Background: an optimization exercise with open tools, aiming at small area, a short achievable clock period and few clock cycles per item. Do not read the settings as production practice.
No functional check of the RTL was part of any run shown here.
Power is estimated from default activity; no workload was simulated.

==> flow/design.v <==
`timescale 1ns/1ps
module ALU (
    input  wire [31:0] op1,
    input  wire [31:0] op2,
    input  wire        sub,       
    input  wire        arith,     
    input  wire        sel_add,   
    input  wire        sel_slt,
    input  wire        sel_sll,
    input  wire        sel_srl,   
    input  wire        sel_xor,
    input  wire        sel_or,
    input  wire        sel_and,
    output wire [31:0] result
);
    wire [31:0] op2x = op2 ^ {32{sub}};
    wire [31:0] sum  = op1 + op2x + {31'b0, sub};
    wire        lt   = (op1[31] ^ op2[31]) ? op1[31] : sum[31];
    wire [31:0] sll = op1 << op2[4:0];
    wire [31:0] srl = $unsigned($signed({arith & op1[31], op1}) >>> op2[4:0]);
    assign result = ({32{sel_add}} & sum)
                  | ({32{sel_slt}} & {31'b0, lt})
                  | ({32{sel_sll}} & sll)
                  | ({32{sel_srl}} & srl)
                  | ({32{sel_xor}} & (op1 ^ op2))
                  | ({32{sel_or}}  & (op1 | op2))
                  | ({32{sel_and}} & (op1 & op2));
endmodule
`timescale 1ns/1ps
module regfile #(parameter DATAWIDTH = 32)(
  input clk,
  input [4:0] readReg1,
  input [4:0] readReg2,
  input [4:0] writeReg,
  input [DATAWIDTH-1:0] writeData,
  input write,
  output [DATAWIDTH-1:0] readData1,
  output [DATAWIDTH-1:0] readData2
);
  reg [DATAWIDTH-1:0] reg_file[31:1];
  always @(posedge clk) begin
    if (write && (writeReg != 5'd0))
      reg_file[writeReg] <= writeData;
  end
  assign readData1 = (readReg1 == 5'd0) ? {DATAWIDTH{1'b0}} : reg_file[readReg1];
  assign readData2 = (readReg2 == 5'd0) ? {DATAWIDTH{1'b0}} : reg_file[readReg2];
endmodule
`timescale 1ns/1ps
module br_target (
    input  wire [31:0] pc,
    input  wire [12:1] off,      
    output wire [31:0] target
);
    wire [13:0] lo = {1'b0, pc[12:0]} + {1'b0, off[12:1], 1'b0};
    wire [18:0] hi   = pc[31:13];
    wire [18:0] hi_p = pc[31:13] + 19'd1;
    wire [18:0] hi_m = pc[31:13] - 19'd1;
    wire [18:0] hi_t = (lo[13] == off[12]) ? hi : (lo[13] ? hi_p : hi_m);
    assign target = {hi_t, lo[12:0]};
endmodule
`timescale 1ns/1ps
module top_proc #(
    parameter INITIAL_PC = 32'h0000_0000
)(
    input clk,
    input rst,
    input [31:0] instr,
    input [31:0] dReadData,
    output [31:0] PC,
    output [31:0] dAddress,
    output [31:0] dWriteData,
    output MemRead,
    output MemWrite
);
    localparam [6:0] OP_R  = 7'b0110011;
    localparam [6:0] OP_I  = 7'b0010011;
    localparam [6:0] OP_LW = 7'b0000011;
    localparam [6:0] OP_SW = 7'b0100011;
    localparam [6:0] OP_B  = 7'b1100011;
    reg  [31:0] pc_f;           
    reg  [31:0] pc_i;           
    reg         v_i;            
    reg  [31:0] ir;             
    reg         v_r;
    reg         r_pred;         
    reg  [31:0] r_alt;          
    reg  [31:0] e_a, e_b, e_sd;  
    reg  [31:0] e_alt;
    reg  [4:0]  e_rd;
    reg         e_we, e_load, e_store, e_beq, e_pred;
    reg         e_sub, e_arith;
    reg         e_add, e_slt, e_sll, e_srl, e_xor, e_or, e_and;
    reg  [31:0] m_res, m_sd;    
    reg  [4:0]  m_rd;
    reg         m_we, m_load, m_rdreq, m_wrreq;
    reg  [31:0] w_res;          
    reg  [4:0]  w_rd;
    reg         w_we, w_load;
    assign PC         = pc_f;
    assign dAddress   = m_res;
    assign dWriteData = m_sd;
    assign MemRead    = m_rdreq;
    assign MemWrite   = m_wrreq;
    wire        i_beq  = (instr[6:0] == OP_B);
    wire        i_pred = i_beq && (instr[19:15] == instr[24:20]);
    wire [31:0] i_target;
    br_target bt (
        .pc(pc_i),
        .off({instr[31], instr[7], instr[30:25], instr[11:8]}),
        .target(i_target)
    );
    wire [6:0] r_op  = ir[6:0];
    wire [2:0] r_f3  = ir[14:12];
    wire [4:0] r_rd  = ir[11:7];
    wire [4:0] r_rs1 = ir[19:15];
    wire [4:0] r_rs2 = ir[24:20];
    wire r_isR  = (r_op == OP_R);
    wire r_isI  = (r_op == OP_I);
    wire r_isLW = (r_op == OP_LW);
    wire r_isSW = (r_op == OP_SW);
    wire r_isB  = (r_op == OP_B);
    wire r_use2 = r_isR | r_isSW | r_isB;
    wire r_we   = (r_isR | r_isI | r_isLW) & (r_rd != 5'd0);
    wire [31:0] r_immI = {{20{ir[31]}}, ir[31:20]};
    wire [31:0] r_immS = {{20{ir[31]}}, ir[31:25], ir[11:7]};
    wire [31:0] r_imm  = r_isSW ? r_immS : r_immI;
    wire        r_useimm = r_isI | r_isLW | r_isSW;
    wire r_alu = r_isR | r_isI;
    wire r_sub = r_isR & ir[30] & (r_f3 == 3'b000) | (r_alu & (r_f3 == 3'b010));
    wire [31:0] rf_a, rf_b;
    wire [31:0] e_y;            
    wire [31:0] w_data = w_load ? dReadData : w_res;
    regfile registers (
        .clk(clk),
        .readReg1(r_rs1),
        .readReg2(r_rs2),
        .writeReg(w_rd),
        .writeData(w_data),
        .write(w_we),
        .readData1(rf_a),
        .readData2(rf_b)
    );
    wire fa_e = e_we & (e_rd == r_rs1);
    wire fa_m = m_we & (m_rd == r_rs1);
    wire fa_w = w_we & (w_rd == r_rs1);
    wire fb_e = e_we & (e_rd == r_rs2);
    wire fb_m = m_we & (m_rd == r_rs2);
    wire fb_w = w_we & (w_rd == r_rs2);
    wire [31:0] r_a = fa_e ? e_y : fa_m ? m_res : fa_w ? w_data : rf_a;
    wire [31:0] r_b = fb_e ? e_y : fb_m ? m_res : fb_w ? w_data : rf_b;
    wire stall = v_r & ((fa_e & e_load) | (~fa_e & fa_m & m_load) |
                        (r_use2 & ((fb_e & e_load) | (~fb_e & fb_m & m_load))));
    ALU alu (
        .op1(e_a), .op2(e_b), .sub(e_sub), .arith(e_arith),
        .sel_add(e_add), .sel_slt(e_slt), .sel_sll(e_sll), .sel_srl(e_srl),
        .sel_xor(e_xor), .sel_or(e_or), .sel_and(e_and),
        .result(e_y)
    );
    wire e_eq  = (e_a == e_b);
    wire mis   = e_beq & (e_eq != e_pred);
    always @(posedge clk or posedge rst) begin
        if (rst) begin
            pc_f <= INITIAL_PC;
            v_i  <= 1'b0;
        end else if (mis) begin
            pc_f <= e_alt;
            v_i  <= 1'b0;
        end else if (v_i & stall) begin
            pc_f <= pc_i;               
            v_i  <= 1'b0;
        end else if (v_i & i_pred) begin
            pc_f <= i_target;
            v_i  <= 1'b0;
        end else begin
            pc_f <= pc_f + 32'd4;
            v_i  <= 1'b1;
        end
    end
    always @(posedge clk) begin
        pc_i <= pc_f;
    end
    always @(posedge clk or posedge rst) begin
        if (rst)
            v_r <= 1'b0;
        else if (mis)
            v_r <= 1'b0;
        else if (!stall)
            v_r <= v_i;
    end
    always @(posedge clk) begin
        if (!stall) begin
            ir     <= instr;
            r_pred <= i_pred;
            r_alt  <= i_pred ? pc_f : i_target;
        end
    end
    wire go = v_r & ~stall & ~mis;
    always @(posedge clk or posedge rst) begin
        if (rst) begin
            e_we <= 1'b0; e_load <= 1'b0; e_store <= 1'b0; e_beq <= 1'b0;
        end else begin
            e_we    <= go & r_we;
            e_load  <= go & r_isLW;
            e_store <= go & r_isSW;
            e_beq   <= go & r_isB;
        end
    end
    always @(posedge clk) begin
        e_a    <= r_a;
        e_b    <= r_useimm ? r_imm : r_b;
        e_sd   <= r_b;
        e_alt  <= r_alt;
        e_pred <= r_pred;
        e_rd   <= r_rd;
        e_sub  <= r_sub;
        e_arith <= ir[30];
        e_add  <= ~r_alu | (r_f3 == 3'b000);
        e_slt  <= r_alu & (r_f3 == 3'b010);
        e_sll  <= r_alu & (r_f3 == 3'b001);
        e_srl  <= r_alu & (r_f3 == 3'b101);
        e_xor  <= r_alu & (r_f3 == 3'b100);
        e_or   <= r_alu & (r_f3 == 3'b110);
        e_and  <= r_alu & (r_f3 == 3'b111);
    end
    always @(posedge clk or posedge rst) begin
        if (rst) begin
            m_we <= 1'b0; m_load <= 1'b0; m_rdreq <= 1'b0; m_wrreq <= 1'b0;
        end else begin
            m_we    <= e_we;
            m_load  <= e_load;
            m_rdreq <= e_load;
            m_wrreq <= e_store;
        end
    end
    always @(posedge clk) begin
        m_res <= e_y;
        m_sd  <= e_sd;
        m_rd  <= e_rd;
    end
    always @(posedge clk or posedge rst) begin
        if (rst) begin
            w_we <= 1'b0; w_load <= 1'b0;
        end else begin
            w_we   <= m_we;
            w_load <= m_load;
        end
    end
    always @(posedge clk) begin
        w_res <= m_res;
        w_rd  <= m_rd;
    end
endmodule
==> flow/run.sh <==
#!/bin/bash
# synth_recipe.tcl (not shown) runs the flow's synth.tcl, then flattens the netlist and writes it again
# the make line also repeats each setting of config.mk as NAME=value (left out here)
make -C /OpenROAD-flow-scripts/flow DESIGN_CONFIG=/design/flow/config.mk WORK_HOME=/design/flow/orfs CLKGATE_MAP_FILE= SYNTH_SCRIPT=/design/flow/synth_recipe.tcl finish
==> flow/config.mk <==
export PLATFORM = sky130hd
export DESIGN_NAME = top_proc
export DESIGN_NICKNAME = top_proc
export VERILOG_FILES = /design/flow/design.v
export SDC_FILE = /design/flow/constraint.sdc
export NUM_CORES = 8
export LEC_CHECK = 0
export CAP_MARGIN = 20
export CORE_MARGIN = 2
export CORE_UTILIZATION = 40
export SLEW_MARGIN = 20
==> flow/constraint.sdc <==
create_clock -name core_clock -period 11.0 [get_ports {clk}]
set_input_delay 2.2000 -clock core_clock [delete_from_list [all_inputs] [get_ports {clk}]]
set_output_delay 2.2000 -clock core_clock [all_outputs]
set_load 0.01 [all_outputs]
==> results.txt, run 1 <==
num rows=152; die area=176800 um2; post-synthesis register bit count=1391; critical path class=in -> reg; DPL Wire Length=144600 um; Clock Latency Late Sink=0.79 ns; fin crit share=approximately 60%; CP required=11.71 ns; Rel. slew slack=20.17%; CTS tree=built; startpoint types=input pin; Routed WL per cell=32.14 um; commonest non-fill, non-tap cell in the layout=edfxtp_1; Tmin final=6.760 ns; Arr. time, crit path=between 7 and 8 ns; initial core utilization=around 40%; maximum achievable frequency=0.1479 GHz; Post-Synth Simple-Gate Area=5.074%; Final ANT Viol Nets=0; first-pass GRT wire length=327500 um; leading cell types in the layout, fill and taps excluded=1057 x edfxtp_1, 595 x mux4_2, 275 x dfxtp_1; post-synth cell types=90; Hold Crit Class=reg -> reg; CTS-repair resized insts=0; GRT overflow=0; CTS buffer count=146; worst-path maximum fanout=24; Hold Vio Cnt, Final=0; total power=14.52 mW; multiplexer area fraction after synthesis=23.66%; ratio of cells with drive above 1 in the final layout=22.08%; postcts setup bufs=0; number of I/O pins=164; setup TNS=0 ns; Area Growth Syn to Fin=12.89%; RSZ-0062 raised after global routing=false; pwr dens=185.4 nW/um2; drt total wl=231000 um; clock-pin transition on the worst setup and hold timing paths=0.06 ns; gpl congestion=a little under 1; Final nets=4950; Via density=6.386; Mapped Area=69380 um2; Syn Area/Cell=14.85 um2; Hold Buf Count CTS=0; max-slew violation count=0; Seq/Total Area, Yosys=55.69%; Max Cap Viol=0; Slew @ Worst Pin=1.187 ns; number of synthesized flops with an enable pin=around 1100; H-tree levels=4; clk_skew=0.02856 ns; DRT iter0 DRCs=6468; clock tree sinks=1391; Post-synth ARST share=3.091%; Final Setup Violations=0; Leak=26.59 nW; Core ar.=about 170000 um2; largest net degree at the start of global routing=130; chip width=420.5 um; largest family of logic cells by synthesized area=multiplexers; Clock Tree Root=clkbuf_16; Main synth FF type=edfxtp_1; Mapped Cells=4672; DRC Markers=0; Clock Tree Buf Depth=3; initial antenna violation count=11; Syn Nets=about 4900; vias in the first global route=44998; post-synthesis adder-cell area fraction=2.341%; fin cells=just over 7000; Peak VDD IR=~0.00014 V; IO buf count=roughly 160; Synth Area in Compound Gates=8.557%; placed cell count=6915; via count=45888; Die H=420.5 um; Synth Area in XOR/XNOR=1.773%; Synth warnings=2; status=no timing/DRC/antenna violations; CP endpoint kind=flip-flop; drt first pass iters=8; GRT Overall Usage=25.86%
## worst paths after layout
| kind | startpoint | to | slack [ns] | cells after the start |
|---|---|---|---|---|
| min in group asynchronous | rst | pc_f[0] | 1.92 | 3 |
| min | e_sd[22] | m_sd[22] | 0.33 | 0 |
| max | instr[8] | pc_f[30] | 4.24 | 16 |
| max in group asynchronous | rst | w_load | 8.56 | 3 |
| min reg2reg | e_sd[22] | m_sd[22] | 0.33 | 0 |
| max reg2reg | e_b[0] | e_sd[22] | 5.77 | 10 |
## state kept, by name, summed over array words and instances (netlist names), 32 cells and up, named ones only
name                count
e_a                    32
e_alt                  32
e_b                    32
e_sd                   32
ir                     32
m_res                  32
m_sd                   32
pc_f                   32
pc_i                   32
r_alt                  32
registers.reg_file    992
w_res                  32
## power breakdown
| part | leakage (nW) | total [mW] | internal, mW | switching, mW |
|---|---|---|---|---|
| registers | 12.5 | 6.81 | 6.46 | 0.357 |
| clock network | 2.29 | 4.92 | 2.79 | 2.12 |
| logic | 11.8 | 2.79 | 0.986 | 1.81 |
## layer usage
layer / vias up / global-route usage (%) / routed length [um] / part of all wire [%]
li1: 18940 / - / - / -
met1: 23867 / 36.77 / 93800 / 41
met2: 2653 / 38.66 / 104100 / 45
met3: 416 / 5.643 / 23800 / 10
met4: 12 / 10.06 / 9196 / 4.0
met5: - / 0 / 81 / 0.035
## synth_stat cells (all sizes together) (66+ instances only)
library cell | number | area (um2)
xor2 | 74 | 648.1
o21ai | 198 | 994.7
clkbuf | 191 | 716.9
a211oi | 131 | 983.4
ha | 125 | 1564
a21oi | 215 | 1076
nand2 | 218 | 820.8
mux2 | 66 | 743.2
inv | 123 | 461.7
edfxtp | 1057 | 31740
dfxtp | 291 | 5826
mux2i | 206 | 2062
nor3 | 71 | 376.6
buf | 154 | 832.0
nor2 | 283 | 1062
mux4 | 603 | 13610
## worst max-delay path, cell delays in order
cell and delay, ns:
clkdlybuf4s50_1 0.42, ha_1 0.23, fa_1 0.43, a211oi_1 0.33
o21ai_1 0.15, a41o_1 0.35, a31oi_4 0.74, ha_1 0.45
a21oi_1 0.26, nand2_1 0.10, or3_1 0.34, o221ai_1 0.27
o21ai_0 0.24, a31oi_1 0.34, mux2_2 0.39, a41oi_1 0.20
## logic make-up (layout without fill, tap and decap cells)
| kind of cell | after synthesis | after routing |
|---|---|---|
| flip-flops | 1391 | 1391 |
| AO/OA/AOI/OAI | 896 | 896 |
| multiplexers | 875 | 875 |
| AND/OR/NAND/NOR | 775 | 775 |
| buffers and inverters | 469 | 670 |
| XOR/XNOR | 138 | 138 |
| adder cells (fa/ha/maj) | 128 | 128 |
| other | 0 | 3 |
## per-stage QoR
step                setup slack (ns)  instance area [um2]  util [%]  hold slack, ns
floorplan                      4.715                69380         -          0.3096
global placement               3.543                73580     42.80          0.3121
detailed placement             3.489                73590     42.80          0.3121
CTS                            4.300                78270     45.53          0.3261
global route                   3.982                78330     45.56          0.3280
finish                         4.240                78330     45.56          0.3256
## layout make-up
class	instances	area, um2
inverters	124	465.4
flip-flops and latches	1391	38690
multi-input cells	2812	29000
clock inverters	72	666.9
clock buffers	193	4019
repair buffers	281	2590
well taps	2310	2890
diodes	3	7.507
fillers	15002	93590
==> run 2, diff against run 1 <==
--- a/flow/design.v
+++ b/flow/design.v
@@ -13,8 +13,8 @@
     input  wire        sel_and,
     output wire [31:0] result
 );
-    wire [31:0] op2x = op2 ^ {32{sub}};
-    wire [31:0] sum  = op1 + op2x + {31'b0, sub};
+    wire [31:0] sum;
+    add32 adder (.a(op1), .b(op2 ^ {32{sub}}), .cin(sub), .s(sum));
     wire        lt   = (op1[31] ^ op2[31]) ? op1[31] : sum[31];
     wire [31:0] sll = op1 << op2[4:0];
     wire [31:0] srl = $unsigned($signed({arith & op1[31], op1}) >>> op2[4:0]);
@@ -46,17 +46,76 @@
   assign readData2 = (readReg2 == 5'd0) ? {DATAWIDTH{1'b0}} : reg_file[readReg2];
 endmodule
 `timescale 1ns/1ps
+module add32 (
+    input  wire [31:0] a,
+    input  wire [31:0] b,
+    input  wire        cin,
+    output wire [31:0] s
+);
+    wire [31:0] p = a ^ b;
+    wire [31:0] g0 = (a & b) | {31'b0, p[0] & cin};
+    wire [31:0] G [0:5];
+    wire [31:0] P [0:5];
+    assign G[0] = g0;
+    assign P[0] = p;
+    genvar l, i;
+    generate
+        for (l = 0; l < 5; l = l + 1) begin : lvl
+            for (i = 0; i < 32; i = i + 1) begin : bit_
+                if (i >= (1 << l)) begin : comb
+                    assign G[l+1][i] = G[l][i] | (P[l][i] & G[l][i-(1<<l)]);
+                    assign P[l+1][i] = P[l][i] & P[l][i-(1<<l)];
+                end else begin : pass
+                    assign G[l+1][i] = G[l][i];
+                    assign P[l+1][i] = P[l][i];
+                end
+            end
+        end
+    endgenerate
+    assign s = p ^ {G[5][30:0], cin};
+endmodule
 module br_target (
     input  wire [31:0] pc,
     input  wire [12:1] off,      
     output wire [31:0] target
 );
-    wire [13:0] lo = {1'b0, pc[12:0]} + {1'b0, off[12:1], 1'b0};
-    wire [18:0] hi   = pc[31:13];
-    wire [18:0] hi_p = pc[31:13] + 19'd1;
-    wire [18:0] hi_m = pc[31:13] - 19'd1;
-    wire [18:0] hi_t = (lo[13] == off[12]) ? hi : (lo[13] ? hi_p : hi_m);
-    assign target = {hi_t, lo[12:0]};
+    wire [11:0] a = pc[12:1];
+    wire [11:0] b = off[12:1];
+    wire [11:0] p = a ^ b;
+    wire [11:0] G [0:4];
+    wire [11:0] P [0:4];
+    assign G[0] = a & b;
+    assign P[0] = p;
+    genvar l, i;
+    generate
+        for (l = 0; l < 4; l = l + 1) begin : lvl
+            for (i = 0; i < 12; i = i + 1) begin : bit_
+                if (i >= (1 << l)) begin : comb
+                    assign G[l+1][i] = G[l][i] | (P[l][i] & G[l][i-(1<<l)]);
+                    assign P[l+1][i] = P[l][i] & P[l][i-(1<<l)];
+                end else begin : pass
+                    assign G[l+1][i] = G[l][i];
+                    assign P[l+1][i] = P[l][i];
+                end
+            end
+        end
+    endgenerate
+    wire [11:0] lo = p ^ {G[4][10:0], 1'b0};
+    wire        c13 = G[4][11];
+    wire [18:0] hi = pc[31:13];
+    wire [18:0] all1, all0;      
+    assign all1[0] = 1'b1;
+    assign all0[0] = 1'b1;
+    generate
+        for (i = 1; i < 19; i = i + 1) begin : pre
+            assign all1[i] = &hi[i-1:0];
+            assign all0[i] = ~|hi[i-1:0];
+        end
+    endgenerate
+    wire [18:0] hi_p = hi ^ all1;
+    wire [18:0] hi_m = hi ^ all0;
+    wire [18:0] hi_t = (c13 == off[12]) ? hi : (c13 ? hi_p : hi_m);
+    assign target = {hi_t, lo, pc[0]};
 endmodule
 `timescale 1ns/1ps
 module top_proc #(
@@ -83,7 +142,7 @@
     reg  [31:0] ir;             
     reg         v_r;
     reg         r_pred;         
-    reg  [31:0] r_alt;          
+    reg  [31:0] pc_r;           
     reg  [31:0] e_a, e_b, e_sd;  
     reg  [31:0] e_alt;
     reg  [4:0]  e_rd;
@@ -127,6 +186,13 @@
     wire        r_useimm = r_isI | r_isLW | r_isSW;
     wire r_alu = r_isR | r_isI;
     wire r_sub = r_isR & ir[30] & (r_f3 == 3'b000) | (r_alu & (r_f3 == 3'b010));
+    wire [31:0] r_target;
+    br_target btr (
+        .pc(pc_r),
+        .off({ir[31], ir[7], ir[30:25], ir[11:8]}),
+        .target(r_target)
+    );
+    wire [31:0] r_alt = r_pred ? {pc_r[31:2] + 30'd1, pc_r[1:0]} : r_target;
     wire [31:0] rf_a, rf_b;
     wire [31:0] e_y;            
     wire [31:0] w_data = w_load ? dReadData : w_res;
@@ -146,8 +212,11 @@
     wire fb_e = e_we & (e_rd == r_rs2);
     wire fb_m = m_we & (m_rd == r_rs2);
     wire fb_w = w_we & (w_rd == r_rs2);
-    wire [31:0] r_a = fa_e ? e_y : fa_m ? m_res : fa_w ? w_data : rf_a;
-    wire [31:0] r_b = fb_e ? e_y : fb_m ? m_res : fb_w ? w_data : rf_b;
+    wire [31:0] r_a_old = fa_m ? m_res : fa_w ? w_data : rf_a;
+    wire [31:0] r_b_old = fb_m ? m_res : fb_w ? w_data : rf_b;
+    wire [31:0] r_a  = fa_e ? e_y : r_a_old;
+    wire [31:0] r_b  = fb_e ? e_y : r_b_old;
+    wire [31:0] r_op2 = (fb_e & ~r_useimm) ? e_y : (r_useimm ? r_imm : r_b_old);
     wire stall = v_r & ((fa_e & e_load) | (~fa_e & fa_m & m_load) |
                         (r_use2 & ((fb_e & e_load) | (~fb_e & fb_m & m_load))));
     ALU alu (
@@ -158,6 +227,14 @@
     );
     wire e_eq  = (e_a == e_b);
     wire mis   = e_beq & (e_eq != e_pred);
+    wire [29:0] pc_ones;         
+    genvar k;
+    generate
+        for (k = 0; k < 30; k = k + 1) begin : inc
+            assign pc_ones[k] = &pc_f[k+2:2];
+        end
+    endgenerate
+    wire [31:0] pc_inc = {pc_f[31:2] ^ {pc_ones[28:0], 1'b1}, pc_f[1:0]};
     always @(posedge clk or posedge rst) begin
         if (rst) begin
             pc_f <= INITIAL_PC;
@@ -172,7 +249,7 @@
             pc_f <= i_target;
             v_i  <= 1'b0;
         end else begin
-            pc_f <= pc_f + 32'd4;
+            pc_f <= pc_inc;
             v_i  <= 1'b1;
         end
     end
@@ -191,7 +268,7 @@
         if (!stall) begin
             ir     <= instr;
             r_pred <= i_pred;
-            r_alt  <= i_pred ? pc_f : i_target;
+            pc_r   <= pc_i;
         end
     end
     wire go = v_r & ~stall & ~mis;
@@ -207,9 +284,9 @@
     end
     always @(posedge clk) begin
         e_a    <= r_a;
-        e_b    <= r_useimm ? r_imm : r_b;
+        e_b    <= r_op2;
         e_sd   <= r_b;
-        e_alt  <= r_alt;
+        e_alt  <= r_alt;         
         e_pred <= r_pred;
         e_rd   <= r_rd;
         e_sub  <= r_sub;
==> run 2 against run 1 <==
First-iteration DRC count decreased by 5.1%. Sequential share of layout area down 0.39 points. Clock power up 0.8%. Worst hold slack worse by 0.00060 ns. Power rose by 0.22%. Die area up 0.49%. Via count is 1.4% higher. Synthesized cell count up 2.7%. Global-route usage about the same. Still clean. Clock-buffer cell count grew 3.
==> results.txt, run 2 <==
status=no timing/DRC/antenna violations; chip width=421.5 um (+0.24%); via count=46536 (+1.4%); gpl congestion=0.9321 (-5.8%); Switching Fraction=29.74% (+0.22 points); Rel. slew slack=25.85% (+5.7 points); Slew @ Worst Pin=1.112 ns (-0.07433 ns); Clk pwr share=34.1% (+0.2 points); clk_skew=0.03334 ns (+0.004780 ns); largest net degree at the start of global routing=121 (-6.9%); Syn Area/Cell=14.54 um2 (-2.1%); num rows=153 (+0.66%); vias in the first global route=45786 (+1.8%); Die H=421.5 um (+0.24%); Util after Layout=45.51% (-0.055 points); reg-to-reg slack, setup=6.05 ns (+0.28 ns); post-synth cell types=91 (+1.1%); setup TNS=0 ns (unchanged); CP endpoint kind=flip-flop; min-delay src=e_sd[17]; Via density=6.344 (-0.65%); Hold Crit Class=reg -> reg; DRT iter0 DRCs=6135 (-5.1%); worst-path maximum fanout=120 (+400%); top cells by area, synth=edfxtp_1 46%, mux4_2 19%, dfxtp_1 8.4%, mux2i_1 2.6%, ha_1 2.2%; initial antenna violation count=15 (+4); CTS buffer count=146 (unchanged); CTS-repair resized insts=0 (unchanged); clock tree sinks=1391 (unchanged); IO buf count=163 (unchanged); Leak=26.62 nW (+0.12%); maximum achievable frequency=0.2019 GHz (+37%); worst slack at placement=5.484 ns (+1.995 ns); postcts setup bufs=0 (unchanged); critical path class=reg -> reg; hold-critical path depth=0 (unchanged); Area Growth Syn to Fin=13.19%; most common cell in the netlist=edfxtp_1; Hold Vio Cnt, Final=0 (unchanged); Switch Pwr=4.329 mW (+0.97%); Clock Latency Late Sink=0.81 ns (+0.02 ns); Core ar.=173400 um2 (+0.88%); Syn Nets=4991 (+2.6%); Seq/Total Area, Yosys=55.42% (-0.27 points); Synth warnings=4 (+2); Post-synth ARST share=3.091% (unchanged); Final ANT Viol Nets=0 (unchanged); GRT Overall Usage=25.90% (+0.041 points); DRC Markers=0 (unchanged); Comb pwr share=19.1% (about the same); placed cell count=7058 (+2.1%); Commonest cells post-synth=1057 x edfxtp_1, 597 x mux4_2, 291 x dfxtp_1; R2R cell count=10 (unchanged); Int Pwr=10.23 mW (about the same); Max Cap Viol=0 (unchanged); startpoint types=flip-flop; leading cell types in the layout, fill and taps excluded=1057 x edfxtp_1, 597 x mux4_2, 279 x dfxtp_1; number of I/O pins=164 (unchanged); CP required=11.66 ns (-0.05 ns); hold slack=0.3250 ns (-0.0006050 ns); commonest non-fill, non-tap cell in the layout=edfxtp_1; FF-to-FF End=e_b[2]; drt first pass iters=8 (unchanged); Tmin final=4.952 ns (-1.808 ns); GRT overflow=0 (unchanged); Peak VDD IR=0.0001341 V (-2.7%); setup ws final=6.048 ns (+1.808 ns); fin crit share=45.02% (-16 points); CTS tree=built; ratio of cells with drive above 1 in the final layout=21.88% (-0.20 points); drt total wl=234000 um (+1.3%); die area=177700 um2 (+0.49%); initial core utilization=40.20% (-0.15 points); sequential share of power=46.8% (about the same); fin cells=7335 (+2.1%); first-pass GRT wire length=334300 um (+2.0%); Final Setup Violations=0 (unchanged); Mapped Area=69730 um2 (+0.50%); area leader, netlist=edfxtp_1; DPL Wire Length=148400 um (+2.6%); Main synth FF type=edfxtp_1; Final nets=5075 (+2.5%); Clock Tree Buf Depth=3 (unchanged); Arr. time, crit path=5.61 ns (-1.86 ns); Hold Buf Count CTS=0 (unchanged); H-tree levels=4 (unchanged); Mapped Cells=4797 (+2.7%); post-synthesis register bit count=1391 (unchanged); max-slew violation count=0 (unchanged); Clock Tree Root=clkbuf_16; Yosys top cell area share=45.52% (-0.23 points); max FFs per register=992 (unchanged); pwr dens=184.4 nW/um2 (-0.54%); Biggest register=registers.reg_file; WHS Endpoint=m_sd[17]; RSZ-0062 raised after global routing=false; clock-pin transition on the worst setup and hold timing paths=0.06 ns (about the same); number of synthesized flops with an enable pin=1057 (unchanged); Routed WL per cell=31.90 um (-0.74%)
==> run 2: cell count changes in the layout (fill, tap and decap cells not counted), sizes merged, moves of 19 or more <==
cell | before | now
nor2 | 283 | 259
a211oi | 131 | 111
nand2 | 218 | 270
nand3 | 48 | 67
o21ai | 198 | 230
mux2i | 206 | 180
==> run 2: critical path, stage by stage (launching register included) <==
cell     delay [ns]
dfxtp_4        0.57
buf_12         0.54
buf_12         0.50
buf_4          0.77
mux4_2         0.41
mux4_2         0.45
a221o_1        0.29
a21oi_1        0.50
o22ai_1        0.29
nor2_1         0.15
a21oi_1        0.05
==> run 2: per-stage QoR <==
step	total power [mW]	cell area (um2)
after global placement	9.620	74120
final	14.56	78920
after floorplan	8.394	69730
after detailed placement	9.650	74120
after CTS	14.58	78910
after global routing	15.02	78920
==> run 2: power by group through the flow <==
stage / clock [mW] / sequential (mW) / combinational [mW]
after global routing: 5.24 / 6.83 / 2.96
after CTS: 5.03 / 6.81 / 2.74
final: 4.96 / 6.81 / 2.78
after detailed placement: 0 / 6.92 / 2.73
after floorplan: 0 / 6.72 / 1.67
after global placement: 0 / 6.92 / 2.70
==> run 2: worst max path at each step <==
stage	start	end	slack [ns]	cells after the start
2_1_floorplan	instr[31]	pc_f[29]	6.43	9
3_3_place_gp	instr[31]	pc_f[29]	5.49	9
3_5_place_dp	instr[31]	pc_f[29]	5.48	9
4_1_cts	flip-flop	e_b[2]	6.21	10
5_1_grt	flip-flop	e_b[2]	5.98	10
6_report	flip-flop	e_b[2]	6.05	10
==> run 2: layout make-up <==
class | instances | area, um2
Antenna cell | 5 | 12.51
Multi-Input combinational cell | 2939 | 29480
Sequential cell | 1391 | 38680
Tap cell | 2325 | 2909
Timing Repair Buffer | 274 | 2577
Clock buffer | 196 | 4059
Inverter | 129 | 484.2
Fill cell | 15177 | 94510
Clock inverter | 76 | 723.2
==> run 2: logic make-up after synthesis <==
logic type | Yosys count | share of synthesized area [%]
flip-flops | 1391 | 55.42
AO/OA/AOI/OAI | 943 | 8.791
AND/OR/NAND/NOR | 865 | 5.785
multiplexers | 848 | 23.01
buffers and inverters | 467 | 2.717
XOR/XNOR | 155 | 1.947
adder cells (fa/ha/maj) | 128 | 2.329
==> run 2: per-layer routing <==
metal	part of all wire (%)	vias up	track usage, %
met5	0.039	-	0
met4	5.6	14	13.23
met3	8.1	574	4.389
met2	48	2446	41.99
met1	39	24103	33.59
li1	-	19399	-

==> port drivers added, routing unchanged <==
Ports are ideal in the flow. The routed layouts listed here were re-timed in OpenROAD.
Step 1 assumes that a clkbuf_16 drives the clock port and a buf_2 every other input.
Step 2, shift: input delay + t, output delay - t, t = (earliest + latest rising clock arrival at the registers) / 2. This alone moves slack from input paths to output paths.
Slacks: no drivers / after step 1 / after step 2; pairs: no drivers / after step 1.
| run | t (ns) | slack for setup (ns) | clock arrival spread, ns | cell pins on the clock port's net |
|---|---|---|---|---|
| run 1 | 0.863 | 4.240 / 4.300 / 3.437 | 0.033 / 0.033 | 1 |
| run 2 | 0.885 | 6.048 / 6.048 / 5.427 | 0.036 / 0.036 | 1 |
After both steps every run listed still meets setup and hold. For run 1, which loses most, drivers alone change the setup slack by +0.060 ns; drivers and shift together by -0.803 ns.
